What follows belongs to an exercise in optimizing a design on an open flow for small area; a production flow would make more cautious choices. Where RTL was checked, it was by simulation tests only, not by an equivalence proof against the original. Only the layout flow was run in runs 3 to 7; the RTL was not checked for function there. Power figures rest on the tool's default switching activity, not on a simulated workload.

===== design.v =====
module Topo
(
	CLOCK_50, KEY, SW,
	LEDR, LEDS,
	HEX0, HEX1, HEX2, HEX3, HEX4, HEX5
);
	input CLOCK_50;
	input wire [3:0] KEY;
	input wire [9:0] SW;
	output wire [3:0] LEDR;
	output wire [9:6] LEDS;
	output wire [6:0] HEX0;
	output wire [6:0] HEX1;
	output wire [6:0] HEX2;
	output wire [6:0] HEX3;
	output wire [6:0] HEX4;
	output wire [6:0] HEX5;
	localparam [2:0] S_INIT   = 3'd0,
	                 S_SETUP  = 3'd1,
	                 S_FPGA   = 3'd2,
	                 S_USER   = 3'd3,
	                 S_CHECK  = 3'd4,
	                 S_NEXT   = 3'd5,
	                 S_RESULT = 3'd6;
	reg [2:0] state;
	wire R1  = (state == S_INIT);
	wire R2  = (state == S_INIT) | (state == S_NEXT);
	wire E1  = (state == S_SETUP);
	wire E2  = (state == S_USER);
	wire E3  = (state == S_FPGA);
	wire E4  = (state == S_CHECK);
	wire SEL = (state == S_RESULT);
	reg [1:0] level;      
	reg [1:0] map;        
	reg [3:0] last;       
	always @(posedge CLOCK_50) begin
		if (R1)
			level <= 2'd0;
		else if (E1)
			level <= SW[9:8];
		if (E1) begin
			map  <= SW[7:6];
			last <= SW[5:2];
		end
	end
	reg [16:0] presc;
	always @(posedge CLOCK_50) begin
		if (R1)
			presc <= 17'd0;
		else
			presc <= presc + 17'd1;
	end
	reg clkz;
	always @(*) begin
		case (level)
			2'd0: clkz = presc[16];
			2'd1: clkz = presc[15];
			2'd2: clkz = presc[14];
			default: clkz = presc[13];
		endcase
	end
	reg r_clkz, r_clk1;
	always @(posedge CLOCK_50) begin
		r_clkz <= clkz;
		r_clk1 <= presc[14];
	end
	wire tick_z = clkz & ~r_clkz;
	wire tick_1 = presc[14] & ~r_clk1;
	reg [3:0] key_d1, key_d2;
	always @(posedge CLOCK_50) begin
		key_d1 <= KEY;
		key_d2 <= key_d1;
	end
	wire [3:0] btn = key_d1 & ~key_d2;
	wire press = E2 & (|btn);
	reg [3:0] total;
	reg [3:0] round;
	reg       win;
	always @(posedge CLOCK_50) begin
		if (R1) begin
			total <= 4'd0;
			win   <= 1'b0;
		end else if (E4) begin
			total <= total + 4'd1;
			if (total == last)
				win <= 1'b1;
		end
		round <= total;
	end
	reg [3:0] tempo;
	always @(posedge CLOCK_50) begin
		if (R2)
			tempo <= 4'd0;
		else if (E2 & tick_1)
			tempo <= tempo + 4'd1;
	end
	wire end_time = tempo[3] & tempo[0];
	reg [3:0] cnt;
	reg       tc;
	wire show = E3 & tick_z;
	always @(posedge CLOCK_50) begin
		if (R2 | (E3 & tc)) begin
			cnt <= 4'd0;
			tc  <= 1'b0;
		end else if (show | press) begin
			cnt <= cnt + 4'd1;
			tc  <= (cnt == round);
		end
	end
	localparam [127:0] SEQ_TAB = 128'h6c74e4ec634decd836c4b1c800000000;
	wire [1:0] seq = SEQ_TAB[{map, cnt, 1'b0} +: 2];
	wire [3:0] seq_oh = 4'd1 << seq;
	reg       led_v;
	reg [1:0] led_i;
	always @(posedge CLOCK_50) begin
		if (R2)
			led_v <= 1'b0;
		else if (show)
			led_v <= 1'b1;
		if (show)
			led_i <= seq;
	end
	assign LEDR = led_v ? (4'd1 << led_i) : 4'd0;
	reg       okA, okB;
	reg [1:0] prev;
	wire first = ~(|cnt) & ~tc;
	always @(posedge CLOCK_50) begin
		if (R2) begin
			okA <= 1'b1;
			okB <= 1'b1;
		end else if (press) begin
			okA <= okA & (btn == seq_oh);
			okB <= okB & (first | (btn == (4'd1 << prev)));
		end
		if (press)
			prev <= seq;
	end
	wire match = tc ? okA : (okB & (&round));
	always @(posedge CLOCK_50) begin
		if (SW[1])
			state <= S_INIT;
		else begin
			case (state)
				S_INIT:   state <= S_SETUP;
				S_SETUP:  if (SW[0]) state <= S_FPGA;
				S_FPGA:   if (tc) state <= S_USER;
				S_USER:   if (end_time) state <= S_RESULT;
				          else if (tc) state <= S_CHECK;
				S_CHECK:  state <= match ? S_NEXT : S_RESULT;
				S_NEXT:   state <= win ? S_RESULT : S_FPGA;
				default:  state <= state;
			endcase
		end
	end
	localparam [111:0] SEG_TAB = 112'h70c2131c020200f00894c0c4bcc0;
	wire [7:0] points = level * round;
	wire [3:0] time_shown = end_time ? 4'd0 : tempo;
	assign HEX5 = SEL ? (win ? 7'b1000_111 : 7'b1011_011) : 7'b0001_110;
	assign HEX4 = SEL ? (win ? 7'b1011_011 : 7'b1100_111) : SEG_TAB[7*level +: 7];
	assign HEX3 = SEL ? (win ? 7'b1001_111 : 7'b1111_011) : 7'b0001_111;
	assign HEX2 = SEL ? (win ? 7'b1011_011 : 7'b1100_111) : SEG_TAB[7*time_shown +: 7];
	wire [3:0] hex0_v = SEL ? points[3:0] : round;
	assign HEX1 = SEL ? SEG_TAB[7*points[7:4] +: 7] : 7'b1011_011;
	assign HEX0 = SEG_TAB[7*hex0_v +: 7];
	assign LEDS = ~KEY;
endmodule

===== flow/run.sh =====
#!/bin/bash
# Standard layout, with the port buffers made of the smallest buffer cell.
set -euo pipefail
export BUFFER_PORTS_ARGS="-buffer_cell sky130_fd_sc_hd__buf_1"
bash standard.sh > standard_flow.log 2>&1

===== standard.sh =====
#!/bin/bash
# synth_recipe.tcl (not shown) runs the flow's synth.tcl, then flattens the netlist and writes it again
# the make line also repeats each setting of config.mk as NAME=value (left out here)
make -C /OpenROAD-flow-scripts/flow DESIGN_CONFIG=/design/flow/config.mk WORK_HOME=/design/flow/orfs CLKGATE_MAP_FILE= SYNTH_SCRIPT=/design/flow/synth_recipe.tcl "${@:-finish}"

===== config.mk =====
export PLATFORM = sky130hd
export DESIGN_NAME = Topo
export DESIGN_NICKNAME = Topo
export VERILOG_FILES = /design/flow/design.v
export SDC_FILE = /design/flow/constraint.sdc
export NUM_CORES = 4
export LEC_CHECK = 0
export CAP_MARGIN = 20
export CORE_MARGIN = 2
export CORE_UTILIZATION = 40
export PLACE_DENSITY = 0.6
export SLEW_MARGIN = 20

===== constraint.sdc =====
create_clock -name core_clock -period 10.0 [get_ports {CLOCK_50}]
set_input_delay 2.0000 -clock core_clock [delete_from_list [all_inputs] [get_ports {CLOCK_50}]]
set_output_delay 2.0000 -clock core_clock [all_outputs]
set_load 0.01 [all_outputs]

==> results.ini, run 1 <==
[pwr]
vdd.ir_drop.worst_mv = 0.0951
cellLeakagePower_nw = 1.76
post-layout-total-power_mw = 0.788
power_density_nw_per_um2 = 183

[yosys]
synth.cell_area_um2 = 3850
yosys_register_bits = 63
synth.distinct_cells = 58
synth_enable_flop_cells = 10
synth_top_cell_by_area = dfxtp_1
postSynth.asyncResetShare_pct = 0
ys_dominant_reg_cell = dfxtp_1
synth-seq-area-share_pct = 35.3
yosys_warnings = 1
synthDominantCellAreaShare_pct = 27.5
synth_area_per_cell_um2 = 8.45
synth_cells = 456
post_synth_main_area_contributors = dfxtp_1, ha_1, edfxtp_1, nor2_1, xor2_1

[setup_path]
critical_path.cell_chain = nand3b_1, o21ai_0, inv_1, ha_1, nor2b_1, a211oi_1, a21oi_1, buf_1
timing_worst_setup_path_type = flop to output pin
crit_required_ns = 8.00
crit_family = compound AO/OA/AOI/OAI gates
worst_ep_arrival_time_ns = 3.19
crit_path_end_kind = output pin
crit_buf_inv = 2
critPathSlowestCell = dfxtp_1
path_max_fanout = 18
startpoint_type = flop
slowest_delay_ns = 0.67

[clock_tree]
cts_buffer_depth = 2
cts_setup_buffers = 0
cts_hold_buf = 0
cts_tree = done
cts_buffers = 9
clkSlewWorstSetupHoldPaths_ns = 0.08
cts.repair.resized = 0
worst_skew_pair.late_latency_ns = 0.34
ctsRootBufferMaster = clkbuf_8
htreeDepth = 3
clock_sinks = 63

[drt]
antenna_left = 0
first_pass_iters = 6
route.final.wire_length_um = 8130
wl_per_cell_um = 12.8
vias = 3191
route.detailed.vias_per_inst = 5.03
drtIter0Drc = 131
remaining_drc_errors = 0

[placed_design]
placement.io_buffers = 59
dp_hpwl_um = 6110
detailed_place.area_um2 = 4090
place.gp.congestion = 0.862

[timing]
worst_clock_skew_ns = 0.00933
maxSlewHeadroom_pct = 41.3
rsz0062_at_grt = false
final_period_minus_worst_setup_slack_ns = 5.19
slew_of_the_pin_with_the_lowest_slew_margin_ns = 0.881
finalMaxSlewViolations = 0
final.setup.tns_ns = 0
post-route-period-util_pct = 51.9
finalHoldViolCount = 0
max_clock_freq_mhz = 193
setup_viol = 0

[floorplanning]
chipWidth_um = 102
die_area_um2 = 10400
num_rows = 35
start_util_pct = 41.5
die_boundary_height_um = 102
pin_count = 65
core_area_um2 = 9280

[layout]
layout-area-overhead-vs-synth_pct = 11.8
final_common_cell = buf_1
design_area_um2 = 4310
design.final.nets = 543
antennaDiodeCount = 0
post_route_cells_drive_above_1_share_pct = 5.93
layout_common_cells = buf_1, nor2_1, dfxtp_1

[global_routing]
first_global_vias = 2864
number_of_antenna_violations_at_the_first_check_in_global_routing = 0
grt.total_usage_pct = 16.3
grt_start_max_net_pins = 21
gr-total-overflow = 0
grt_pass1_wl_um = 13400

[run]
timing.max_cap.violations = 0

[outcome]
outcome = complete, no violations

[hold_path]
hold_path_class = flop to flop

-- cell families after synthesis --
group,count (synthesis),share of synthesized area [%]
AOI/OAI and AO/OA,84,14.1
and+or+nand+nor,186,24.5
other,2,0.195
muxes,10,3.05
buffers and inverters,52,6.62
adders and majority gates,27,8.96
xor gates and xnor gates,32,7.27
DFF,63,35.3
-- path summary, 6_finish.rpt --
path / start / endpoint / cells past startpoint / slack [ns]
min reg2reg: key_d1[0] / key_d2[0] / 0 / 0.35
max reg2reg: state[1] / cnt[2] / 6 / 7.60
max: state[2] / HEX0[6] / 8 / 4.81
min: key_d1[0] / key_d2[0] / 0 / 0.35
-- cell usage after synthesis (3+ instances only) --
| cell | n |
|---|---|
| edfxtp_1 | 10 |
| a211oi_1 | 5 |
| xnor2_1 | 11 |
| nor2_1 | 58 |
| a31oi_1 | 4 |
| nand3b_1 | 5 |
| xor2_1 | 21 |
| ha_1 | 26 |
| nand2_1 | 41 |
| nor3b_1 | 3 |
| or2_2 | 6 |
| nand3_1 | 15 |
| buf_1 | 3 |
| dfxtp_1 | 53 |
| and4_1 | 3 |
| nor2b_1 | 15 |
| inv_1 | 23 |
| nand2b_1 | 11 |
| nand4_1 | 4 |
| a21oi_1 | 22 |
| and2_1 | 9 |
| mux2i_1 | 7 |
| nor3_1 | 5 |
| clkbuf_1 | 12 |
| and3_1 | 3 |
| a22o_1 | 3 |
| o21ai_0 | 23 |
| a21o_1 | 7 |
| buf_4 | 12 |
-- sequential cells by signal (all words and copies together) (netlist names) --
register  cells
r_clk1        1
total         4
last          4
tempo         4
level         2
r_clkz        1
key_d2        4
cnt           4
tc            1
okB           1
win           1
okA           1
led_v         1
state         3
round         4
map           2
led_i         2
key_d1        4
prev          2
presc        17
-- report_power, final --
part           switching (mW)  total (mW)  internal [mW]
registers              0.0455       0.334          0.289
logic                   0.132       0.210         0.0779
clock network           0.103       0.243          0.140
-- metal layers --
layer	routed length (um)	track usage, %	vias to the layer above
met3	284	4.04	14
li1	-	-	1639
met4	140	6.36	0
met1	3950	21.2	1472
met5	0	0	-
met2	3760	26.1	66
-- layout make-up --
type                       instances  area [um2]
timing repair buffer              60         229
sequential                        63        1360
inverter                          23        86.3
clock buffer                       9         124
clock inverter                     7        97.6
tap                              129         161
multi-input combinational        344        2250
fill                             939        4970
-- metrics by stage --
step | setup slack, ns | utilization, % | instances | hold WS (ns)
floorplan | 5.76 | - | 459 | 0.324
global placement | 5.33 | 44.0 | 619 | 0.330
detailed placement | 5.19 | 44.0 | 619 | 0.338
CTS | 4.80 | 46.4 | 635 | 0.354
global route | 4.48 | 46.4 | 635 | 0.359
finish | 4.81 | 46.4 | 635 | 0.351
==> run 2, diff against run 1 <==
==> run.sh (new file) <==
#!/bin/bash
# synth_recipe.tcl (not shown) runs the flow's synth.tcl, then flattens the netlist and writes it again
# the make line also repeats each setting of config.mk as NAME=value (left out here)
make -C /OpenROAD-flow-scripts/flow DESIGN_CONFIG=/design/flow/config.mk WORK_HOME=/design/flow/orfs CLKGATE_MAP_FILE= SYNTH_SCRIPT=/design/flow/synth_recipe.tcl finish
removed: flow/run.sh
removed: standard.sh
==> results.ini, run 2 <==
[timing]
slew_of_the_pin_with_the_lowest_slew_margin_ns = 0.901  ; was 0.881 ns
max_clock_freq_mhz = 181  ; was 193 MHz
finalMaxSlewViolations = 0  ; unchanged
rsz0062_at_grt = false  ; unchanged
worst_clock_skew_ns = 0.00557  ; was 0.00933 ns
final_period_minus_worst_setup_slack_ns = 5.53  ; was 5.19 ns
post-route-period-util_pct = 55.3  ; was 51.9%
final.setup.tns_ns = 0  ; unchanged
maxSlewHeadroom_pct = 40.0  ; was 41.3%
setup_viol = 0  ; unchanged
finalHoldViolCount = 0  ; unchanged

[layout]
filler_cell_count = 906  ; was 939
layout-area-overhead-vs-synth_pct = 21.3  ; was 11.8%
largest_register_ffs = 17  ; unchanged
final_common_cell = clkdlybuf4s50_1  ; was buf_1
design.final.nets = 543  ; unchanged
antennaDiodeCount = 0  ; unchanged
post_route_cells_drive_above_1_share_pct = 5.73  ; was 5.93%
layout_common_cells = clkdlybuf4s50_1, nor2_1, dfxtp_1  ; was buf_1, nor2_1, dfxtp_1
top_register = presc  ; unchanged

[floorplanning]
num_rows = 35  ; unchanged
start_util_pct = 41.5  ; unchanged
die_boundary_height_um = 102  ; unchanged
die_area_um2 = 10400  ; unchanged
chipWidth_um = 102  ; unchanged
core_area_um2 = 9280  ; unchanged
pin_count = 65  ; unchanged

[yosys]
yosysMostFrequentCell = nor2_1  ; unchanged
synthDominantCellAreaShare_pct = 27.5  ; unchanged
synth.distinct_cells = 58  ; unchanged
postSynth.asyncResetShare_pct = 0  ; unchanged
synth.cell_area_um2 = 3850  ; unchanged
yosys_warnings = 1  ; unchanged
ys_dominant_reg_cell = dfxtp_1  ; unchanged
synth_enable_flop_cells = 10  ; unchanged
synth-seq-area-share_pct = 35.3  ; unchanged
synth_top_cell_by_area = dfxtp_1  ; unchanged
synthTopCellsByCount = nor2_1, dfxtp_1, nand2_1  ; unchanged
synth_area_per_cell_um2 = 8.45  ; unchanged
yosys_register_bits = 63  ; unchanged
post_synth_main_area_contributors = dfxtp_1, ha_1, edfxtp_1, nor2_1, xor2_1  ; unchanged
synth_cells = 456  ; unchanged

[global_routing]
grt_start_max_net_pins = 21  ; unchanged
grt_pass1_wl_um = 14000  ; was 13400 um
number_of_antenna_violations_at_the_first_check_in_global_routing = 0  ; unchanged
grt.total_usage_pct = 16.9  ; was 16.3%
gr-total-overflow = 0  ; unchanged
first_global_vias = 3000  ; was 2864

[setup_path]
endpoint_of_the_worst_register_to_register_path = cnt[3]  ; was cnt[2]
reg2reg_from = state[1]  ; unchanged
timing_worst_setup_path_type = flop to output pin  ; unchanged
worst_r2r_path_depth = 6  ; unchanged
worst-r2r-setup-slack_ns = 7.59  ; was 7.60 ns
crit_path_end_kind = output pin  ; unchanged
worstSetupStartpoint = state[2]  ; unchanged
startpoint_type = flop  ; unchanged
path_max_fanout = 18  ; unchanged
crit_required_ns = 8.00  ; about the same
worst_ep_arrival_time_ns = 3.53  ; was 3.19 ns

[drt]
first_pass_iters = 5  ; was 6
route.final.wire_length_um = 8360  ; was 8130 um
remaining_drc_errors = 0  ; unchanged
antenna_left = 0  ; unchanged
route.detailed.vias_per_inst = 5.05  ; was 5.03
drtIter0Drc = 88  ; was 131
wl_per_cell_um = 13.2  ; was 12.8 um
vias = 3208  ; was 3191

[clock_tree]
htreeDepth = 3  ; unchanged
ctsRootBufferMaster = clkbuf_8  ; unchanged
clkSlewWorstSetupHoldPaths_ns = 0.07  ; was 0.08 ns
cts_hold_buf = 0  ; unchanged
cts_buffer_depth = 2  ; unchanged
cts.repair.resized = 0  ; unchanged
cts_setup_buffers = 0  ; unchanged
worst_skew_pair.late_latency_ns = 0.34  ; about the same
clock_sinks = 63  ; unchanged
cts_buffers = 9  ; unchanged
cts_tree = done  ; unchanged

[hold_path]
min_delay_path_depth = 0  ; unchanged
worst_hold_path.endpoint = key_d2[0]  ; unchanged
hold_path_class = flop to flop  ; unchanged
hold_path.startpoint = key_d1[0]  ; unchanged

[placed_design]
placement.io_buffers = 59  ; unchanged
dp_hpwl_um = 6280  ; was 6110 um
place.gp.congestion = 0.806  ; was 0.862

[pwr]
power.share.clock_pct = 29.9  ; was 30.9%
switching_share_pct = 34.8  ; was 35.6%
power.share.combinational_pct = 29.3  ; was 26.7%
cellLeakagePower_nw = 1.91  ; was 1.76 nW
power_density_nw_per_um2 = 175  ; was 183 nW/um2
p_seq_share_pct = 40.8  ; was 42.4%
switching_power_mw = 0.286  ; was 0.280 mW
post-layout-total-power_mw = 0.821  ; was 0.788 mW
vdd.ir_drop.worst_mv = 0.148  ; was 0.0951 mV
intPower_mw = 0.535  ; was 0.507 mW

[outcome]
outcome = complete, no violations  ; unchanged

[run]
timing.max_cap.violations = 0  ; unchanged

[run 2: metrics by stage]
stage                     instance area [um2]  util, %  hold WS, ns  cells  setup WS, ns
after CTS                                4680     50.4        0.352    635          4.45
final                                    4680     50.4        0.348    635          4.47
after global placement                   4460     48.0        0.335    619          4.96
after detailed placement                 4460     48.0        0.336    619          4.83
after global routing                     4680     50.4        0.361    635          4.03
after floorplan                          3870        -        0.324    459          5.76
[run 2: final cells by class]
cell class                 instances  area (um2)  share of cell area (%)
multi-input combinational        344        2250                    48.1
sequential                        63        1360                    29.1
timing repair buffer              60         598                    12.8
tap                              129         161                    3.45
clock buffer                       9         124                    2.65
clock inverter                     7        96.3                    2.06
inverter                          23        86.3                    1.85
[run 2: how the worst max path moves through the flow]
stage	endpoint	slack, ns	depth (start not counted)
floorplan	HEX0[2]	5.76	9
global placement	HEX0[6]	4.96	10
detailed placement	HEX0[6]	4.83	8
CTS	HEX0[6]	4.45	8
global route	HEX0[6]	4.03	6
finish	HEX0[6]	4.47	8
[run 2: critical path: stages (launching register included)]
cell	delay, ns
dfxtp_1	0.67
nand3b_1	0.58
o21ai_0	0.55
inv_1	0.17
ha_1	0.25
nor2b_1	0.16
a211oi_1	0.25
a21oi_1	0.06
clkdlybuf4s50_1	0.50
[run 2: kinds of logic after synthesis]
group | after synthesis | share of synthesized area (%)
compound gates | 84 | 14.1
flops | 63 | 35.3
mux | 10 | 3.05
fa+ha+maj | 27 | 8.96
buf+inv | 52 | 6.62
simple gates | 186 | 24.5
xor+xnor | 32 | 7.27
other cells | 2 | 0.195
[run 2: metal layers]
layer	GRT usage, %	routed length [um]	vias up
met5	0	0	-
met4	4.92	89	0
met3	3.56	269	9
met2	28.1	3950	51
met1	22.1	4060	1511
li1	-	-	1637
[run 2: power by group through the flow]
stage | combinational, mW | sequential (mW) | clock [mW]
after floorplan | 0.175 | 0.316 | 0
after global placement | 0.237 | 0.339 | 0
after detailed placement | 0.240 | 0.340 | 0
after CTS | 0.243 | 0.335 | 0.249
after global routing | 0.271 | 0.342 | 0.261
final | 0.240 | 0.335 | 0.245
==> run 3, diff against run 2 <==
--- a/design.v
+++ b/design.v
@@ -43,13 +43,33 @@
 			last <= SW[5:2];
 		end
 	end
-	reg [16:0] presc;
+	reg [12:0] q;
+	reg [3:0]  presc_hi;
+	wire nR1 = ~R1;
+	wire s_low0 = ~(q[0] | q[2] | q[4] | q[6] | q[8] | q[10]) &
+	              (q[1] & q[3] & q[5] & q[7] & q[9] & q[11]);    
+	wire s_wrap = s_low0 & ~q[12];                                 
+	wire s_fb   = ~(q[12] ^ q[3] ^ q[2] ^ q[0] ^ s_low0);         
 	always @(posedge CLOCK_50) begin
+		q[0]  <= R1 | s_fb;
+		q[1]  <= ~(nR1 & q[0]);
+		q[2]  <= ~(R1 | q[1]);
+		q[3]  <= ~(nR1 & q[2]);
+		q[4]  <= ~(R1 | q[3]);
+		q[5]  <= ~(nR1 & q[4]);
+		q[6]  <= ~(R1 | q[5]);
+		q[7]  <= ~(nR1 & q[6]);
+		q[8]  <= ~(R1 | q[7]);
+		q[9]  <= ~(nR1 & q[8]);
+		q[10] <= ~(R1 | q[9]);
+		q[11] <= ~(nR1 & q[10]);
+		q[12] <= ~(R1 | q[11]);
 		if (R1)
-			presc <= 17'd0;
+			presc_hi <= 4'd0;
 		else
-			presc <= presc + 17'd1;
+			presc_hi <= presc_hi + {3'd0, s_wrap};
 	end
+	wire [16:13] presc = presc_hi;
 	reg clkz;
 	always @(*) begin
 		case (level)
==> flow/run.sh (new file) <==
#!/bin/bash
# Standard layout, with the port buffers made of the smallest buffer cell.
set -euo pipefail
export BUFFER_PORTS_ARGS="-buffer_cell sky130_fd_sc_hd__buf_1"
bash standard.sh > standard_flow.log 2>&1
==> standard.sh (new file) <==
#!/bin/bash
# synth_recipe.tcl (not shown) runs the flow's synth.tcl, then flattens the netlist and writes it again
# the make line also repeats each setting of config.mk as NAME=value (left out here)
make -C /OpenROAD-flow-scripts/flow DESIGN_CONFIG=/design/flow/config.mk WORK_HOME=/design/flow/orfs CLKGATE_MAP_FILE= SYNTH_SCRIPT=/design/flow/synth_recipe.tcl "${@:-finish}"
--- a/config.mk
+++ b/config.mk
@@ -5,8 +5,10 @@
 export SDC_FILE = /design/flow/constraint.sdc
 export NUM_CORES = 4
 export LEC_CHECK = 0
+export ABC_AREA = 1
 export CAP_MARGIN = 20
 export CORE_MARGIN = 2
 export CORE_UTILIZATION = 40
+export CTS_BUF_LIST = sky130_fd_sc_hd__clkbuf_4
 export PLACE_DENSITY = 0.6
 export SLEW_MARGIN = 20
removed: run.sh
==> results.ini, run 3 <==
[outcome]
outcome = complete, no violations  ; unchanged

[clock_tree]
ctsRootBufferMaster = clkbuf_4  ; was clkbuf_8
cts_tree = done  ; unchanged
htreeDepth = 3  ; unchanged
cts_setup_buffers = 0  ; unchanged
cts_buffers = 9  ; unchanged
cts.repair.resized = 0  ; unchanged
cts_buffer_depth = 2  ; unchanged
cts_hold_buf = 0  ; unchanged
clkSlewWorstSetupHoldPaths_ns = 0.09  ; was 0.07 ns
worst_skew_pair.late_latency_ns = 0.39  ; was 0.34 ns
clock_sinks = 63  ; unchanged

[setup_path]
timing_worst_setup_path_type = flop to output pin  ; unchanged
crit_path_end_kind = output pin  ; unchanged
crit_required_ns = 8.00  ; about the same
startpoint_type = flop  ; unchanged
path_max_fanout = 18  ; unchanged
worst_ep_arrival_time_ns = 2.86  ; was 3.53 ns
worst-r2r-setup-slack_ns = 7.52  ; was 7.59 ns

[layout]
antennaDiodeCount = 0  ; unchanged
layout_common_cells = nand2_1, inv_1, buf_1  ; was clkdlybuf4s50_1, nor2_1, dfxtp_1
final_common_cell = nand2_1  ; was clkdlybuf4s50_1
finish.cell_count_without_fillers = 657  ; was 635
final_util_pct = 46.1  ; was 50.4%
top_register = q  ; was presc
design.final.nets = 587  ; was 543
post_route_cells_drive_above_1_share_pct = 8.38  ; was 5.73%
filler_cell_count = 860  ; was 906
multiInputGateArea_um2 = 1820  ; was 2250 um2
final-seq-area_um2 = 1360  ; unchanged
layout-area-overhead-vs-synth_pct = 11.3  ; was 21.3%
largest_register_ffs = 13  ; was 17

[global_routing]
grt_start_max_net_pins = 19  ; was 21
gr-total-overflow = 0  ; unchanged
number_of_antenna_violations_at_the_first_check_in_global_routing = 0  ; unchanged
grt.total_usage_pct = 16.2  ; was 16.9%
grt_pass1_wl_um = 12900  ; was 14000 um
first_global_vias = 2896  ; was 3000

[timing]
post-route-period-util_pct = 48.6  ; was 55.3%
max_clock_freq_mhz = 206  ; was 181 MHz
maxSlewHeadroom_pct = 43.1  ; was 40.0%
setup_viol = 0  ; unchanged
hold-worst-slack_ns = 0.357  ; was 0.348 ns
rsz0062_at_grt = false  ; unchanged
final.setup.tns_ns = 0  ; unchanged
final_period_minus_worst_setup_slack_ns = 4.86  ; was 5.53 ns
worst_clock_skew_ns = 0.0127  ; was 0.00557 ns
finalHoldViolCount = 0  ; unchanged
slew_of_the_pin_with_the_lowest_slew_margin_ns = 0.850  ; was 0.901 ns
finalMaxSlewViolations = 0  ; unchanged

[drt]
route.detailed.vias_per_inst = 4.80  ; was 5.05
route.final.wire_length_um = 7400  ; was 8360 um
wl_per_cell_um = 11.3  ; was 13.2 um
remaining_drc_errors = 0  ; unchanged
vias = 3153  ; was 3208
antenna_left = 0  ; unchanged
first_pass_iters = 4  ; was 5
drtIter0Drc = 117  ; was 88

[placed_design]
dp_hpwl_um = 5730  ; was 6280 um
placed_instances = 641  ; was 619
placement.io_buffers = 59  ; unchanged
place.gp.congestion = 0.896  ; was 0.806

[yosys]
synth_cells = 489  ; was 456
synthDominantCellAreaShare_pct = 29.4  ; was 27.5%
synth_area_per_cell_um2 = 7.38  ; was 8.45 um2
post_synth_main_area_contributors = dfxtp_1, nand2_1, ha_1, edfxtp_1, inv_1  ; was dfxtp_1, ha_1, edfxtp_1, nor2_1, xor2_1
ys_dominant_reg_cell = dfxtp_1  ; unchanged
yosys_register_bits = 63  ; unchanged
yosys_warnings = 1  ; unchanged
postSynth.asyncResetShare_pct = 0  ; unchanged
yosysMostFrequentCell = nand2_1  ; was nor2_1
synth-seq-area-share_pct = 37.7  ; was 35.3%
synth_enable_flop_cells = 10  ; unchanged
synth.cell_area_um2 = 3610  ; was 3850 um2
synth_top_cell_by_area = dfxtp_1  ; unchanged
synthTopCellsByCount = nand2_1, inv_1, dfxtp_1  ; was nor2_1, dfxtp_1, nand2_1
synth.distinct_cells = 43  ; was 58

[floorplanning]
num_rows = 34  ; was 35
core_area_um2 = 8720  ; was 9280 um2
die_area_um2 = 9800  ; was 10400 um2
start_util_pct = 41.4  ; was 41.5%
pin_count = 65  ; unchanged
die_boundary_height_um = 99.0  ; was 102 um
chipWidth_um = 99.0  ; was 102 um

[pwr]
cellLeakagePower_nw = 1.83  ; was 1.91 nW
vdd.ir_drop.worst_mv = 0.117  ; was 0.148 mV
post-layout-total-power_mw = 0.882  ; was 0.821 mW
power_density_nw_per_um2 = 219  ; was 175 nW/um2

[hold_path]
hold_path_class = flop to flop  ; unchanged

[run]
timing.max_cap.violations = 0  ; unchanged

-- run 3: changes by cell type after synthesis, moves of 13 or more --
cell / delta
xor2_1: -18
nor2_1: -13
nand2_1: +60
nand3_1: +17
inv_1: +49
nor2b_1: -15
-- run 3: worst max-delay path, cell delays in order, from the launching register on --
cell	delay (ns)
dfxtp_1	0.49
nand2_1	0.11
nor2_2	0.44
inv_2	0.27
o21ai_0	0.36
inv_1	0.15
ha_1	0.23
nand2_1	0.10
nand2_1	0.06
inv_1	0.07
a32oi_1	0.06
buf_1	0.14
-- run 3: final timing paths --
check	startpoint	to	cells past startpoint
setup reg to reg	state[0]	tempo[1]	8
hold / removal	key_d1[3]	key_d2[3]	0
hold reg to reg	key_d1[3]	key_d2[3]	0
setup / recovery	state[2]	HEX0[3]	11
-- run 3: kinds of logic after synthesis --
logic type	after synthesis	synth area share (%)
AND/OR/NAND/NOR	207	24.9
buffers and inverters	103	12.2
AO/OA/AOI/OAI	75	12.4
flip-flops	63	37.7
adder cells (fa/ha/maj)	28	9.91
XOR/XNOR	11	2.67
other	2	0.208
-- run 3: metrics by stage --
stage	worst slack, ns	cell area, um2
floorplan	5.93	3620
global route	4.74	4020
CTS	5.07	4020
detailed placement	5.53	3860
global placement	5.66	3860
finish	5.14	4020
-- run 3: layout make-up --
cell class                 count  share of cell area, %
inverter                      85                   7.94
multi-input combinational    326                   45.3
sequential                    63                   33.9
clock buffer                  12                   2.24
timing repair buffer          59                   5.51
tap                          108                   3.36
clock inverter                 4                   1.74
-- run 3: metal layers --
layer | wire length [um] | GRT usage, % | part of all wire (%) | up-vias
li1 | - | - | - | 1671
met1 | 3550 | 21.1 | 48 | 1391
met2 | 3410 | 25.9 | 46 | 82
met3 | 324 | 3.33 | 4.4 | 9
met4 | 116 | 6.85 | 1.6 | 0
met5 | 0 | 0 | 0 | -
-- run 3: report_power, final --
part           internal, mW  switching (mW)
Combinational         0.113           0.221
Sequential            0.305          0.0477
Clock                 0.109          0.0858
==> run 4, diff against run 3 <==
--- a/design.v
+++ b/design.v
@@ -174,11 +174,11 @@
 	end
 	localparam [111:0] SEG_TAB = 112'h70c2131c020200f00894c0c4bcc0;
 	wire [7:0] points = level * round;
-	wire [3:0] time_shown = end_time ? 4'd0 : tempo;
+	localparam [111:0] TIME_TAB = 112'h80020008002000f00894c0c4bcc0;
 	assign HEX5 = SEL ? (win ? 7'b1000_111 : 7'b1011_011) : 7'b0001_110;
 	assign HEX4 = SEL ? (win ? 7'b1011_011 : 7'b1100_111) : SEG_TAB[7*level +: 7];
 	assign HEX3 = SEL ? (win ? 7'b1001_111 : 7'b1111_011) : 7'b0001_111;
-	assign HEX2 = SEL ? (win ? 7'b1011_011 : 7'b1100_111) : SEG_TAB[7*time_shown +: 7];
+	assign HEX2 = SEL ? (win ? 7'b1011_011 : 7'b1100_111) : TIME_TAB[7*tempo +: 7];
 	wire [3:0] hex0_v = SEL ? points[3:0] : round;
 	assign HEX1 = SEL ? SEG_TAB[7*points[7:4] +: 7] : 7'b1011_011;
 	assign HEX0 = SEG_TAB[7*hex0_v +: 7];
==> flow/run.sh (replaced) <==
#!/bin/bash
# Standard layout, with the port buffers made of the smallest buffer cell
# and the buffers Yosys put on ports that share a net removed before placement.
set -euo pipefail
export BUFFER_PORTS_ARGS="-buffer_cell sky130_fd_sc_hd__buf_1"
export REMOVE_ABC_BUFFERS=1
bash standard.sh > standard_flow.log 2>&1
--- a/config.mk
+++ b/config.mk
@@ -8,7 +8,7 @@
 export ABC_AREA = 1
 export CAP_MARGIN = 20
 export CORE_MARGIN = 2
-export CORE_UTILIZATION = 40
+export CORE_UTILIZATION = 65
 export CTS_BUF_LIST = sky130_fd_sc_hd__clkbuf_4
-export PLACE_DENSITY = 0.6
+export PLACE_DENSITY = 0.75
 export SLEW_MARGIN = 20
==> results.ini, run 4 <==
[yosys]
synthTopCellsByCount = nand2_1, inv_1, dfxtp_1  ; unchanged
postSynth.asyncResetShare_pct = 0  ; unchanged
synth_enable_flop_cells = 10  ; unchanged
synth.cell_area_um2 = 3530  ; was 3610 um2
synth-seq-area-share_pct = 38.6  ; was 37.7%
ys_dominant_reg_cell = dfxtp_1  ; unchanged
synth_cells = 476  ; was 489
post_synth_main_area_contributors = dfxtp_1, nand2_1, ha_1, edfxtp_1, inv_1  ; unchanged
synthDominantCellAreaShare_pct = 30.1  ; was 29.4%
synth.distinct_cells = 39  ; was 43
yosysMostFrequentCell = nand2_1  ; unchanged
synth_top_cell_by_area = dfxtp_1  ; unchanged
yosys_register_bits = 63  ; unchanged
yosys_warnings = 1  ; unchanged
synth_area_per_cell_um2 = 7.41  ; was 7.38 um2

[setup_path]
crit_buf_inv = 2  ; was 4
critPathSlowestCell = dfxtp_1  ; unchanged
worst_r2r_path_depth = 8  ; unchanged
worst-r2r-setup-slack_ns = 7.82  ; was 7.52 ns
slowest_delay_ns = 0.46  ; was 0.49 ns
crit_required_ns = 8.00  ; about the same
path_max_fanout = 17  ; was 18
crit_family = simple AND/OR/NAND/NOR gates  ; unchanged
endpoint_of_the_worst_register_to_register_path = tempo[0]  ; was tempo[1]
critical_path.most_common_cell = o21ai_1  ; was nand2_1
crit_path_end_kind = output pin  ; unchanged
worst_ep_arrival_time_ns = 2.75  ; was 2.86 ns
reg2reg_from = state[0]  ; unchanged
timing_worst_setup_path_type = flop to output pin  ; unchanged
critical_path.cell_chain = nand2_1, nor2_2, inv_2, o21ai_1, ha_1, nand2_1, o21ai_1, o21ai_1, buf_1  ; was nand2_1, nor2_2, inv_2, o21ai_0, inv_1, ha_1, nand2_1, nand2_1, inv_1, a32oi_1, buf_1
startpoint_type = flop  ; unchanged

[hold_path]
hold_path.startpoint = key_d1[1]  ; was key_d1[3]
worst_hold_path.endpoint = key_d2[1]  ; was key_d2[3]
min_delay_path_depth = 0  ; unchanged
hold_path_class = flop to flop  ; unchanged

[drt]
met3_wirelength_um = 330  ; was 324 um
vias = 3092  ; was 3153
m1WireLength_um = 3320  ; was 3550 um
first_pass_iters = 5  ; was 4
wl_per_cell_um = 11.8  ; was 11.3 um
remaining_drc_errors = 0  ; unchanged
antenna_left = 0  ; unchanged
route.final.wire_length_um = 7130  ; was 7400 um
route.detailed.vias_per_inst = 5.11  ; was 4.80
highest_layer = met4  ; unchanged
wl_met2_um = 3410  ; about the same
drtIter0Drc = 117  ; unchanged

[layout]
final_common_cell = nand2_1  ; unchanged
post_route_cells_drive_above_1_share_pct = 8.60  ; was 8.38%
design.final.nets = 572  ; was 587
filler_cell_count = 425  ; was 860
layout-area-overhead-vs-synth_pct = 11.0  ; was 11.3%
largest_register_ffs = 13  ; unchanged
layout_common_cells = nand2_1, inv_1, buf_1  ; unchanged
antennaDiodeCount = 0  ; unchanged
top_register = q  ; unchanged

[pwr]
power_density_nw_per_um2 = 219  ; about the same
vdd.ir_drop.worst_mv = 0.219  ; was 0.117 mV
cellLeakagePower_nw = 1.82  ; was 1.83 nW

[run]
timing.max_cap.violations = 0  ; unchanged

[outcome]
outcome = complete, no violations  ; unchanged

[timing]
maxSlewHeadroom_pct = 47.0  ; was 43.1%
rsz0062_at_grt = false  ; unchanged
setup_viol = 0  ; unchanged
post-route-period-util_pct = 47.5  ; was 48.6%
max_clock_freq_mhz = 211  ; was 206 MHz
final.setup.tns_ns = 0  ; unchanged
final_period_minus_worst_setup_slack_ns = 4.75  ; was 4.86 ns
finalHoldViolCount = 0  ; unchanged
worst_clock_skew_ns = 0.0174  ; was 0.0127 ns
finalMaxSlewViolations = 0  ; unchanged
slew_of_the_pin_with_the_lowest_slew_margin_ns = 0.792  ; was 0.850 ns
setup_slack_ns = 5.25  ; was 5.14 ns

[floorplanning]
die_boundary_height_um = 77.7  ; was 99.0 um
pin_count = 65  ; unchanged
start_util_pct = 68.2  ; was 41.4%
num_rows = 26  ; was 34
core_area_um2 = 5170  ; was 8720 um2
die_area_um2 = 6030  ; was 9800 um2
chipWidth_um = 77.7  ; was 99.0 um

[clock_tree]
cts_buffer_depth = 2  ; unchanged
clock_sinks = 63  ; unchanged
cts_setup_buffers = 0  ; unchanged
cts_hold_buf = 0  ; unchanged
clkSlewWorstSetupHoldPaths_ns = 0.12  ; was 0.09 ns
cts.repair.resized = 0  ; unchanged
worst_skew_pair.late_latency_ns = 0.40  ; was 0.39 ns
cts_tree = done  ; unchanged
cts_buffers = 9  ; unchanged
ctsRootBufferMaster = clkbuf_4  ; unchanged
htreeDepth = 3  ; unchanged

[global_routing]
number_of_antenna_violations_at_the_first_check_in_global_routing = 0  ; unchanged
grt_start_max_net_pins = 18  ; was 19
gr-total-overflow = 0  ; unchanged
grt.total_usage_pct = 25.6  ; was 16.2%
first_global_vias = 2946  ; was 2896
grt_pass1_wl_um = 12600  ; was 12900 um

[placed_design]
dp_hpwl_um = 5510  ; was 5730 um
place.gp.congestion = 0.866  ; was 0.896
placement.io_buffers = 59  ; unchanged
post-place-ws_ns = 5.70  ; was 5.53 ns

-- run 4: kinds of logic (layout without fill, tap and decap cells) --
| logic type | Yosys count | in the layout | synth area share, % |
|---|---|---|---|
| AOI/OAI and AO/OA | 70 | 70 | 12.0 |
| xor gates and xnor gates | 12 | 12 | 2.98 |
| adders and majority gates | 27 | 27 | 9.79 |
| buffers and inverters | 100 | 156 | 12.0 |
| DFF | 63 | 63 | 38.6 |
| other | 2 | 5 | 0.213 |
| and+or+nand+nor | 202 | 202 | 24.5 |
-- run 4: worst max-delay path by stage --
stage	start	endpoint	slack (ns)	cells past startpoint
finish	state[2]	HEX0[1]	5.25	9
global route	state[2]	HEX0[3]	4.95	11
CTS	state[2]	HEX0[3]	5.25	11
detailed placement	state[2]	HEX0[1]	5.70	9
global placement	KEY[1]	LEDS[7]	5.74	3
floorplan	state[2]	HEX2[2]	5.79	6
-- run 4: final cells by class --
type                       instances  area (um2)  share of cell area [%]
clock buffer                       9        67.6                    1.73
clock inverter                     7         120                    3.07
inverter                          81         304                    7.76
multi-input combinational        316        1750                    44.8
sequential                        63        1360                    34.8
tap                               70        87.6                    2.24
timing repair buffer              59         221                    5.65
-- run 4: layer usage --
| layer | vias to the layer above | global-route usage [%] |
|---|---|---|
| li1 | 1616 | - |
| met1 | 1393 | 33.1 |
| met2 | 74 | 43.4 |
| met3 | 9 | 4.19 |
| met4 | 0 | 8.57 |
| met5 | - | 0 |
-- run 4: power breakdown --
part | switching [mW] | leakage, nW | internal (mW) | total [mW]
Combinational | 0.194 | 1.20 | 0.102 | 0.296
Sequential | 0.0391 | 0.526 | 0.302 | 0.341
Clock | 0.0928 | 0.0981 | 0.127 | 0.220
-- run 4: per-stage QoR --
step	instances	power [mW]	area (um2)	hold WS [ns]	util, %
6_report	605	0.857	3920	0.362	75.7
5_1_grt	605	0.924	3920	0.373	75.7
4_1_cts	605	0.860	3920	0.363	75.7
3_5_place_dp	589	0.639	3730	0.337	72.1
3_3_place_gp	589	0.632	3730	0.336	72.1
2_1_floorplan	460	0.560	3420	0.331	-
==> run 5, diff against run 4 <==
--- a/config.mk
+++ b/config.mk
@@ -9,6 +9,6 @@
 export CAP_MARGIN = 20
 export CORE_MARGIN = 2
 export CORE_UTILIZATION = 65
-export CTS_BUF_LIST = sky130_fd_sc_hd__clkbuf_4
+export CTS_BUF_LIST = sky130_fd_sc_hd__clkbuf_2 sky130_fd_sc_hd__clkbuf_4
 export PLACE_DENSITY = 0.75
 export SLEW_MARGIN = 20
==> results.ini, run 5 <==
[placed_design]
placement.io_buffers = 59  ; unchanged
place.gp.congestion = 0.866  ; unchanged
dp_hpwl_um = 5510  ; unchanged

[clock_tree]
ctsRootBufferMaster = clkbuf_4  ; unchanged
worst_skew_pair.late_latency_ns = 0.40  ; about the same
cts_hold_buf = 0  ; unchanged
cts_buffer_depth = 2  ; unchanged
cts_buffers = 9  ; unchanged
cts.repair.resized = 0  ; unchanged
htreeDepth = 3  ; unchanged
cts_tree = done  ; unchanged
clock_sinks = 63  ; unchanged
clkSlewWorstSetupHoldPaths_ns = 0.12  ; about the same
cts_setup_buffers = 0  ; unchanged

[drt]
drtIter0Drc = 117  ; unchanged
route.final.wire_length_um = 7130  ; unchanged
remaining_drc_errors = 0  ; unchanged
wl_per_cell_um = 11.8  ; unchanged
first_pass_iters = 5  ; unchanged
route.detailed.vias_per_inst = 5.11  ; unchanged
vias = 3092  ; unchanged
antenna_left = 0  ; unchanged

[yosys]
synth_cells = 476  ; unchanged
synthDominantCellAreaShare_pct = 30.1  ; unchanged
yosysMostFrequentCell = nand2_1  ; unchanged
postSynth.asyncResetShare_pct = 0  ; unchanged
yosys_warnings = 1  ; unchanged
synth_area_per_cell_um2 = 7.41  ; unchanged
synth-seq-area-share_pct = 38.6  ; unchanged
synth_top_cell_by_area = dfxtp_1  ; unchanged
synthTopCellsByCount = nand2_1, inv_1, dfxtp_1  ; unchanged
synth_enable_flop_cells = 10  ; unchanged
ys_dominant_reg_cell = dfxtp_1  ; unchanged
yosys_register_bits = 63  ; unchanged
synth.cell_area_um2 = 3530  ; unchanged
post_synth_main_area_contributors = dfxtp_1, nand2_1, ha_1, edfxtp_1, inv_1  ; unchanged
synth.distinct_cells = 39  ; unchanged

[floorplanning]
start_util_pct = 68.2  ; unchanged
chipWidth_um = 77.7  ; unchanged
die_boundary_height_um = 77.7  ; unchanged
num_rows = 26  ; unchanged
pin_count = 65  ; unchanged
core_area_um2 = 5170  ; unchanged
die_area_um2 = 6030  ; unchanged

[layout]
design.final.nets = 572  ; unchanged
layout_common_cells = nand2_1, inv_1, buf_1  ; unchanged
final_common_cell = nand2_1  ; unchanged
post_route_cells_drive_above_1_share_pct = 8.60  ; unchanged
final-seq-area_um2 = 1360  ; unchanged
antennaDiodeCount = 0  ; unchanged
final_util_pct = 75.7  ; unchanged
multiInputGateArea_um2 = 1750  ; unchanged
layout-area-overhead-vs-synth_pct = 11.0  ; unchanged
top_register = q  ; unchanged
filler_cell_count = 425  ; unchanged
largest_register_ffs = 13  ; unchanged

[global_routing]
number_of_antenna_violations_at_the_first_check_in_global_routing = 0  ; unchanged
grt_start_max_net_pins = 18  ; unchanged
met1_usage_pct = 33.1  ; unchanged
groute.layer.met3.usage_pct = 4.19  ; unchanged
grt_pass1_wl_um = 12600  ; unchanged
gr-total-overflow = 0  ; unchanged
grt_busiest_layer = met2  ; unchanged
met2_usage_pct = 43.4  ; unchanged
first_global_vias = 2946  ; unchanged
grt.total_usage_pct = 25.6  ; unchanged

[hold_path]
hold_path_class = flop to flop  ; unchanged
min_delay_path_depth = 0  ; unchanged
hold_path.startpoint = key_d1[1]  ; unchanged

[setup_path]
reg2reg_from = state[0]  ; unchanged
crit_path_end_kind = output pin  ; unchanged
critical_path.most_common_cell = o21ai_1  ; unchanged
crit_required_ns = 8.00  ; about the same
critPathSlowestCell = dfxtp_1  ; unchanged
worstSetupStartpoint = state[2]  ; unchanged
timing_worst_setup_path_type = flop to output pin  ; unchanged
worst_r2r_path_depth = 8  ; unchanged
slowest_delay_ns = 0.46  ; about the same
worst_ep_arrival_time_ns = 2.75  ; about the same
path_max_fanout = 17  ; unchanged
startpoint_type = flop  ; unchanged
critical_path.cell_chain = nand2_1, nor2_2, inv_2, o21ai_1, ha_1, nand2_1, o21ai_1, o21ai_1, buf_1  ; unchanged

[run]
timing.max_cap.violations = 0  ; unchanged

[timing]
worst_clock_skew_ns = 0.0174  ; unchanged
slew_of_the_pin_with_the_lowest_slew_margin_ns = 0.792  ; unchanged
max_clock_freq_mhz = 211  ; unchanged
setup_viol = 0  ; unchanged
finalMaxSlewViolations = 0  ; unchanged
rsz0062_at_grt = false  ; unchanged
maxSlewHeadroom_pct = 47.0  ; unchanged
final.setup.tns_ns = 0  ; unchanged
finalHoldViolCount = 0  ; unchanged
final_period_minus_worst_setup_slack_ns = 4.75  ; unchanged
post-route-period-util_pct = 47.5  ; unchanged

[outcome]
outcome = complete, no violations  ; unchanged

[pwr]
cellLeakagePower_nw = 1.82  ; unchanged
vdd.ir_drop.worst_mv = 0.219  ; unchanged
post-layout-total-power_mw = 0.857  ; unchanged
power_density_nw_per_um2 = 219  ; unchanged

## run 5: logic make-up after synthesis
kind of cell | after synthesis | synth area share [%]
AO/OA/AOI/OAI | 70 | 12.0
XOR/XNOR | 12 | 2.98
adder cells (fa/ha/maj) | 27 | 9.79
buffers and inverters | 100 | 12.0
flip-flops | 63 | 38.6
other | 2 | 0.213
AND/OR/NAND/NOR | 202 | 24.5
## run 5: critical path: cells and delay by family (launching register included)
kind                     cells  cell delay (ns)
buffers and inverters        2             0.42
adder cells (fa/ha/maj)      1             0.31
flip-flops                   1             0.46
AND/OR/NAND/NOR              3             0.63
AO/OA/AOI/OAI                3             0.54
## run 5: worst paths after layout
kind,endpoint,slack [ns]
worst max register to register,tempo[0],7.82
worst max-delay path,HEX0[1],5.25
worst min register to register,key_d2[1],0.36
worst min-delay path,key_d2[1],0.36
## run 5: power by group
part / internal (mW) / leakage (nW) / switching, mW
Clock: 0.127 / 0.0981 / 0.0928
Sequential: 0.302 / 0.526 / 0.0391
Combinational: 0.102 / 1.20 / 0.194
## run 5: area by class of cell
type | instances | area share [%]
Multi-Input combinational cell | 316 | 44.8
Sequential cell | 63 | 34.8
Inverter | 81 | 7.76
Timing Repair Buffer | 59 | 5.65
Clock inverter | 7 | 3.07
Tap cell | 70 | 2.24
Clock buffer | 9 | 1.73
## run 5: layer usage
metal / part of all wire (%) / wire length [um] / vias to the layer above
li1: - / - / 1616
met1: 47 / 3320 / 1393
met2: 48 / 3410 / 74
met3: 4.6 / 330 / 9
met4: 1.0 / 73 / 0
met5: 0 / 0 / -
## run 5: per-stage QoR
stage	hold slack [ns]	area [um2]	setup slack [ns]	cells
2_1_floorplan	0.331	3420	5.79	460
3_3_place_gp	0.336	3730	5.74	589
3_5_place_dp	0.337	3730	5.70	589
4_1_cts	0.363	3920	5.25	605
5_1_grt	0.373	3920	4.95	605
6_report	0.362	3920	5.25	605
==> run 6, diff against run 5 <==
==> flow/run.sh (replaced) <==
#!/bin/bash
# Standard layout, with: the port buffers made of the smallest buffer cell;
# the buffers Yosys put on ports that share a net removed before placement;
# a clock tree of clkbuf_2 and clkbuf_4 cells without dummy balancing loads.
set -euo pipefail
export BUFFER_PORTS_ARGS="-buffer_cell sky130_fd_sc_hd__buf_1"
export REMOVE_ABC_BUFFERS=1
export CTS_ARGS="-sink_clustering_enable -repair_clock_nets -buf_list {sky130_fd_sc_hd__clkbuf_2 sky130_fd_sc_hd__clkbuf_4} -sink_clustering_size 8 -dont_use_dummy_load"
bash standard.sh > standard_flow.log 2>&1
--- a/config.mk
+++ b/config.mk
@@ -9,6 +9,5 @@
 export CAP_MARGIN = 20
 export CORE_MARGIN = 2
 export CORE_UTILIZATION = 65
-export CTS_BUF_LIST = sky130_fd_sc_hd__clkbuf_2 sky130_fd_sc_hd__clkbuf_4
 export PLACE_DENSITY = 0.75
 export SLEW_MARGIN = 20
==> results.ini, run 6 <==
[yosys]
synth.cell_area_um2 = 3530  ; unchanged
synth_enable_flop_cells = 10  ; unchanged
synth-seq-area-share_pct = 38.6  ; unchanged
yosysMostFrequentCell = nand2_1  ; unchanged
post_synth_main_area_contributors = dfxtp_1, nand2_1, ha_1, edfxtp_1, inv_1  ; unchanged
synth.distinct_cells = 39  ; unchanged
complex_gate_fraction_of_the_synthesized_area_pct = 12.0  ; unchanged
postSynth.asyncResetShare_pct = 0  ; unchanged
synth_top_family_by_area = simple AND/OR/NAND/NOR gates  ; unchanged
synthTopCellsByCount = nand2_1, inv_1, dfxtp_1  ; unchanged
synthDominantCellAreaShare_pct = 30.1  ; unchanged
yosys_warnings = 1  ; unchanged
yosys_register_bits = 63  ; unchanged
yosys.area_share.simple_pct = 24.5  ; unchanged
synth_xor_xnor_area_share_pct = 2.98  ; unchanged
synth_area_per_cell_um2 = 7.41  ; unchanged
post_synth_mux_area_share_pct = 0  ; unchanged
synth_top_cell_by_area = dfxtp_1  ; unchanged
ys_dominant_reg_cell = dfxtp_1  ; unchanged
synth_cells = 476  ; unchanged
synthesized_area_fraction_occupied_by_adder_cells_pct = 9.79  ; unchanged

[layout]
final_common_cell = nand2_1  ; unchanged
layout_common_cells = nand2_1, inv_1, buf_1  ; unchanged
post_route_cells_drive_above_1_share_pct = 7.58  ; was 8.60%
largest_register_ffs = 13  ; unchanged
design.final.nets = 572  ; unchanged
final-seq-area_um2 = 1360  ; unchanged
filler_cell_count = 446  ; was 425
finish.cell_count_without_fillers = 598  ; was 605
final_util_pct = 73.4  ; was 75.7%
layout-area-overhead-vs-synth_pct = 7.59  ; was 11.0%
antennaDiodeCount = 0  ; unchanged
multiInputGateArea_um2 = 1750  ; unchanged
top_register = q  ; unchanged

[setup_path]
endpoint_of_the_worst_register_to_register_path = tempo[0]  ; unchanged
crit_required_ns = 8.00  ; about the same
worst-r2r-setup-slack_ns = 7.83  ; was 7.82 ns
worst_r2r_path_depth = 8  ; unchanged
timing_worst_setup_path_type = flop to output pin  ; unchanged
startpoint_type = flop  ; unchanged
path_max_fanout = 17  ; unchanged
crit_path_end_kind = output pin  ; unchanged
worst_ep_arrival_time_ns = 2.72  ; was 2.75 ns
reg2reg_from = state[0]  ; unchanged

[clock_tree]
cts_tree = done  ; unchanged
cts.repair.resized = 0  ; unchanged
worst_skew_pair.late_latency_ns = 0.41  ; was 0.40 ns
htreeDepth = 3  ; unchanged
cts_hold_buf = 0  ; unchanged
cts_setup_buffers = 0  ; unchanged
clock_sinks = 63  ; unchanged
cts_buffer_depth = 2  ; unchanged
ctsRootBufferMaster = clkbuf_4  ; unchanged
cts_buffers = 9  ; unchanged
clkSlewWorstSetupHoldPaths_ns = 0.11  ; was 0.12 ns

[timing]
post-route-period-util_pct = 47.2  ; was 47.5%
rsz0062_at_grt = false  ; unchanged
maxSlewHeadroom_pct = 46.9  ; was 47.0%
finalHoldViolCount = 0  ; unchanged
finalMaxSlewViolations = 0  ; unchanged
max_clock_freq_mhz = 212  ; was 211 MHz
final.setup.tns_ns = 0  ; unchanged
worst_clock_skew_ns = 0.0390  ; was 0.0174 ns
setup_viol = 0  ; unchanged
final_period_minus_worst_setup_slack_ns = 4.72  ; was 4.75 ns
slew_of_the_pin_with_the_lowest_slew_margin_ns = 0.793  ; was 0.792 ns
setup_slack_ns = 5.28  ; was 5.25 ns

[hold_path]
hold_path_class = flop to flop  ; unchanged
hold_path.startpoint = key_d1[1]  ; unchanged
worst_hold_path.endpoint = key_d2[1]  ; unchanged
min_delay_path_depth = 0  ; unchanged

[floorplanning]
chipWidth_um = 77.7  ; unchanged
die_boundary_height_um = 77.7  ; unchanged
start_util_pct = 68.2  ; unchanged
die_area_um2 = 6030  ; unchanged
num_rows = 26  ; unchanged
core_area_um2 = 5170  ; unchanged
pin_count = 65  ; unchanged

[outcome]
outcome = complete, no violations  ; unchanged

[drt]
vias = 3078  ; was 3092
drtIter0Drc = 119  ; was 117
remaining_drc_errors = 0  ; unchanged
first_pass_iters = 5  ; unchanged
route.detailed.vias_per_inst = 5.15  ; was 5.11
wl_per_cell_um = 11.7  ; was 11.8 um
antenna_left = 0  ; unchanged
route.final.wire_length_um = 7010  ; was 7130 um

[pwr]
post-layout-total-power_mw = 0.752  ; was 0.857 mW
vdd.ir_drop.worst_mv = 0.146  ; was 0.219 mV
power_density_nw_per_um2 = 198  ; was 219 nW/um2
cellLeakagePower_nw = 1.77  ; was 1.82 nW

[global_routing]
number_of_antenna_violations_at_the_first_check_in_global_routing = 0  ; unchanged
first_global_vias = 2894  ; was 2946
grt_pass1_wl_um = 12400  ; was 12600 um
grt_start_max_net_pins = 18  ; unchanged
grt.total_usage_pct = 25.4  ; was 25.6%
gr-total-overflow = 0  ; unchanged

[placed_design]
post-place-ws_ns = 5.70  ; unchanged
placed_instances = 589  ; unchanged
place.gp.congestion = 0.866  ; unchanged
placement.io_buffers = 59  ; unchanged
dp_hpwl_um = 5510  ; unchanged

[run]
timing.max_cap.violations = 0  ; unchanged

## run 6: cell counts after synthesis
No cell type changed its count.
## run 6: cell type report
| cell class | count | area share, % |
|---|---|---|
| inverters | 81 | 8.01 |
| multi-input cells | 316 | 46.2 |
| repair buffers | 59 | 5.83 |
| well taps | 70 | 2.31 |
| flip-flops and latches | 63 | 35.9 |
| clock buffers | 9 | 1.78 |
## run 6: how the worst max path moves through the flow
stage | startpoint | endpoint | slack [ns]
2_1_floorplan | state[2] | HEX2[2] | 5.79
3_3_place_gp | KEY[1] | LEDS[7] | 5.74
3_5_place_dp | state[2] | HEX0[1] | 5.70
4_1_cts | state[2] | HEX0[3] | 5.28
5_1_grt | state[2] | HEX0[3] | 4.95
6_report | state[2] | HEX0[1] | 5.28
## run 6: report_power, final
part	leakage [nW]	internal, mW	switching [mW]
Combinational	1.20	0.102	0.193
Clock	0.0414	0.0417	0.0740
Sequential	0.526	0.302	0.0391
Total	1.77	0.445	0.307
## run 6: worst max-delay path, cell delays in order, from the launching register on
cell     delay (ns)
dfxtp_1        0.45
nand2_1        0.12
nor2_2         0.42
inv_2          0.25
o21ai_1        0.32
ha_1           0.31
nand2_1        0.09
o21ai_1        0.09
o21ai_1        0.13
buf_1          0.17
## run 6: routing by layer
metal	GRT usage, %	up-vias	wire length [um]
li1	-	1607	-
met1	33.0	1379	3330
met2	41.6	87	3300
met3	5.58	5	342
met4	8.75	0	39
met5	0	-	0
## run 6: metrics by stage
| stage | area, um2 | hold WS [ns] |
|---|---|---|
| 5_1_grt | 3800 | 0.373 |
| 6_report | 3800 | 0.361 |
| 4_1_cts | 3800 | 0.363 |
| 3_5_place_dp | 3730 | 0.337 |
| 2_1_floorplan | 3420 | 0.331 |
| 3_3_place_gp | 3730 | 0.336 |
## run 6: logic make-up after synthesis
family	Yosys count
DFF	63
adders and majority gates	27
other	2
xor gates and xnor gates	12
AOI/OAI and AO/OA	70
buffers and inverters	100
and+or+nand+nor	202
==> run 7, diff against run 6 <==
==> flow/run.sh (replaced) <==
#!/bin/bash
# Standard layout, with: the port buffers made of the smallest buffer cell;
# the buffers Yosys put on ports that share a net removed before placement;
# a clock tree of clkbuf_4 cells without dummy balancing loads.
set -euo pipefail
export BUFFER_PORTS_ARGS="-buffer_cell sky130_fd_sc_hd__buf_1"
export REMOVE_ABC_BUFFERS=1
export CTS_ARGS="-sink_clustering_enable -repair_clock_nets -buf_list sky130_fd_sc_hd__clkbuf_4 -dont_use_dummy_load"
bash standard.sh > standard_flow.log 2>&1
==> results.ini, run 7 <==
[outcome]
outcome = complete, no violations  ; unchanged

[timing]
finalMaxSlewViolations = 0  ; unchanged
max_clock_freq_mhz = 212  ; unchanged
rsz0062_at_grt = false  ; unchanged
post-route-period-util_pct = 47.2  ; unchanged
slew_of_the_pin_with_the_lowest_slew_margin_ns = 0.793  ; unchanged
worst_clock_skew_ns = 0.0390  ; unchanged
final_period_minus_worst_setup_slack_ns = 4.72  ; unchanged
maxSlewHeadroom_pct = 46.9  ; unchanged
finalHoldViolCount = 0  ; unchanged
final.setup.tns_ns = 0  ; unchanged
setup_viol = 0  ; unchanged

[pwr]
power_density_nw_per_um2 = 198  ; unchanged
vdd.ir_drop.worst_mv = 0.146  ; unchanged
cellLeakagePower_nw = 1.77  ; unchanged

[drt]
vias = 3078  ; unchanged
route.detailed.vias_per_inst = 5.15  ; unchanged
drtIter0Drc = 119  ; unchanged
first_pass_iters = 5  ; unchanged
route.final.wire_length_um = 7010  ; unchanged
wl_per_cell_um = 11.7  ; unchanged
antenna_left = 0  ; unchanged
remaining_drc_errors = 0  ; unchanged

[floorplanning]
die_boundary_height_um = 77.7  ; unchanged
pin_count = 65  ; unchanged
die_area_um2 = 6030  ; unchanged
start_util_pct = 68.2  ; unchanged
num_rows = 26  ; unchanged
core_area_um2 = 5170  ; unchanged
chipWidth_um = 77.7  ; unchanged

[clock_tree]
clock_sinks = 63  ; unchanged
cts_hold_buf = 0  ; unchanged
cts.repair.resized = 0  ; unchanged
worst_skew_pair.late_latency_ns = 0.41  ; about the same
cts_buffer_depth = 2  ; unchanged
clkSlewWorstSetupHoldPaths_ns = 0.11  ; about the same
cts_tree = done  ; unchanged
htreeDepth = 3  ; unchanged
ctsRootBufferMaster = clkbuf_4  ; unchanged
cts_buffers = 9  ; unchanged
cts_setup_buffers = 0  ; unchanged

[setup_path]
timing_worst_setup_path_type = flop to output pin  ; unchanged
startpoint_type = flop  ; unchanged
crit_buf_inv = 2  ; unchanged
critical_path.most_common_cell = o21ai_1  ; unchanged
critPathSlowestCell = dfxtp_1  ; unchanged
crit_required_ns = 8.00  ; about the same
path_max_fanout = 17  ; unchanged
worst_ep_arrival_time_ns = 2.72  ; about the same
crit_path_end_kind = output pin  ; unchanged
crit_family = simple AND/OR/NAND/NOR gates  ; unchanged
critical_path.cell_chain = nand2_1, nor2_2, inv_2, o21ai_1, ha_1, nand2_1, o21ai_1, o21ai_1, buf_1  ; unchanged
slowest_delay_ns = 0.45  ; about the same

[yosys]
synthesized_area_fraction_occupied_by_adder_cells_pct = 9.79  ; unchanged
complex_gate_fraction_of_the_synthesized_area_pct = 12.0  ; unchanged
yosysMostFrequentCell = nand2_1  ; unchanged
synth_enable_flop_cells = 10  ; unchanged
synth_area_per_cell_um2 = 7.41  ; unchanged
synthDominantCellAreaShare_pct = 30.1  ; unchanged
yosys_register_bits = 63  ; unchanged
synthTopCellsByCount = nand2_1, inv_1, dfxtp_1  ; unchanged
synth.distinct_cells = 39  ; unchanged
yosys_warnings = 1  ; unchanged
yosys.area_share.simple_pct = 24.5  ; unchanged
synth_cells = 476  ; unchanged
synth_top_cell_by_area = dfxtp_1  ; unchanged
synth_xor_xnor_area_share_pct = 2.98  ; unchanged
ys_dominant_reg_cell = dfxtp_1  ; unchanged
synth_top_family_by_area = simple AND/OR/NAND/NOR gates  ; unchanged
post_synth_mux_area_share_pct = 0  ; unchanged
synth-seq-area-share_pct = 38.6  ; unchanged
postSynth.asyncResetShare_pct = 0  ; unchanged
synth.cell_area_um2 = 3530  ; unchanged
post_synth_main_area_contributors = dfxtp_1, nand2_1, ha_1, edfxtp_1, inv_1  ; unchanged

[layout]
filler_cell_count = 446  ; unchanged
post_route_cells_drive_above_1_share_pct = 7.58  ; unchanged
finish.cell_count_without_fillers = 598  ; unchanged
largest_register_ffs = 13  ; unchanged
layout-area-overhead-vs-synth_pct = 7.59  ; unchanged
top_register = q  ; unchanged
layout_common_cells = nand2_1, inv_1, buf_1  ; unchanged
final-seq-area_um2 = 1360  ; unchanged
design.final.nets = 572  ; unchanged
final_common_cell = nand2_1  ; unchanged
multiInputGateArea_um2 = 1750  ; unchanged
antennaDiodeCount = 0  ; unchanged

[global_routing]
grt_start_max_net_pins = 18  ; unchanged
first_global_vias = 2894  ; unchanged
gr-total-overflow = 0  ; unchanged
number_of_antenna_violations_at_the_first_check_in_global_routing = 0  ; unchanged
grt_pass1_wl_um = 12400  ; unchanged
grt.total_usage_pct = 25.4  ; unchanged

[placed_design]
placed_instances = 589  ; unchanged
place.gp.congestion = 0.866  ; unchanged
dp_hpwl_um = 5510  ; unchanged
placement.io_buffers = 59  ; unchanged

[hold_path]
hold_path_class = flop to flop  ; unchanged

[run]
timing.max_cap.violations = 0  ; unchanged

run 7: final cells by class:
cell class / instances / area share (%)
multi-input cells: 316 / 46.2
flip-flops and latches: 63 / 35.9
inverters: 81 / 8.01
repair buffers: 59 / 5.83
well taps: 70 / 2.31
clock buffers: 9 / 1.78
run 7: stage by stage:
stage | setup WS (ns) | util, % | hold slack (ns) | power (mW) | cell area, um2
after floorplan | 5.79 | - | 0.331 | 0.560 | 3420
after global placement | 5.74 | 72.1 | 0.336 | 0.632 | 3730
after detailed placement | 5.70 | 72.1 | 0.337 | 0.639 | 3730
after CTS | 5.28 | 73.4 | 0.363 | 0.754 | 3800
after global routing | 4.95 | 73.4 | 0.373 | 0.819 | 3800
final | 5.28 | 73.4 | 0.361 | 0.752 | 3800
run 7: cells by family (layout without fill, tap and decap cells):
group           count (synthesis)  after routing
other cells                     2              5
xor+xnor                       12             12
fa+ha+maj                      27             27
compound gates                 70             70
flops                          63             63
buf+inv                       100            149
simple gates                  202            202
run 7: per-layer routing:
metal	share of wire [%]	global-route usage, %	vias to the layer above
li1	-	-	1607
met3	4.9	5.58	5
met2	47	41.6	87
met5	0	0	-
met4	0.56	8.75	0
met1	48	33.0	1379
run 7: power by group:
group | total, mW | internal (mW) | switching (mW)
clock network | 0.116 | 0.0417 | 0.0740
registers | 0.341 | 0.302 | 0.0391
logic | 0.295 | 0.102 | 0.193
total | 0.752 | 0.445 | 0.307
run 7: worst paths after layout:
path              startpoint        end  slack, ns  depth (start not counted)
setup / recovery    state[2]    HEX0[1]       5.28                          9
hold / removal     key_d1[1]  key_d2[1]       0.36                          0
setup reg to reg    state[0]   tempo[0]       7.83                          8
hold reg to reg    key_d1[1]  key_d2[1]       0.36                          0

afterwards: timing with drivers on the ports:
No port has a modelled driver above. Below, the same layouts with a new extraction and two added sets of constraints.
Step 1 assumes that a clkbuf_16 drives the clock port and a buf_2 every other input.
Step 2 times the ports against the registers' clock, not the clock port: input delays grow and output delays shrink by t, the midpoint of the rising clock arrivals with the driver on.
Slacks: ideal ports / drivers / drivers and shift; pairs: ideal ports / drivers.
| run | shift t [ns] | slack for setup (ns) | worst data-port slew with drivers (ns) |
|---|---|---|---|
| run 1 | 0.365 | 4.805 / 4.777 / 5.142 | 0.06 |
| run 2 | 0.364 | 4.473 / 4.443 / 4.807 | 0.05 |
| run 3 | 0.409 | 5.136 / 5.109 / 5.518 | 0.03 |
| run 4 | 0.417 | 5.253 / 5.225 / 5.642 | 0.03 |
| run 5 | 0.417 | 5.253 / 5.225 / 5.642 | 0.03 |
| run 6 | 0.414 | 5.276 / 5.249 / 5.664 | 0.03 |
| run 7 | 0.414 | 5.276 / 5.249 / 5.664 | 0.03 |
After both steps every run listed still meets setup and hold.
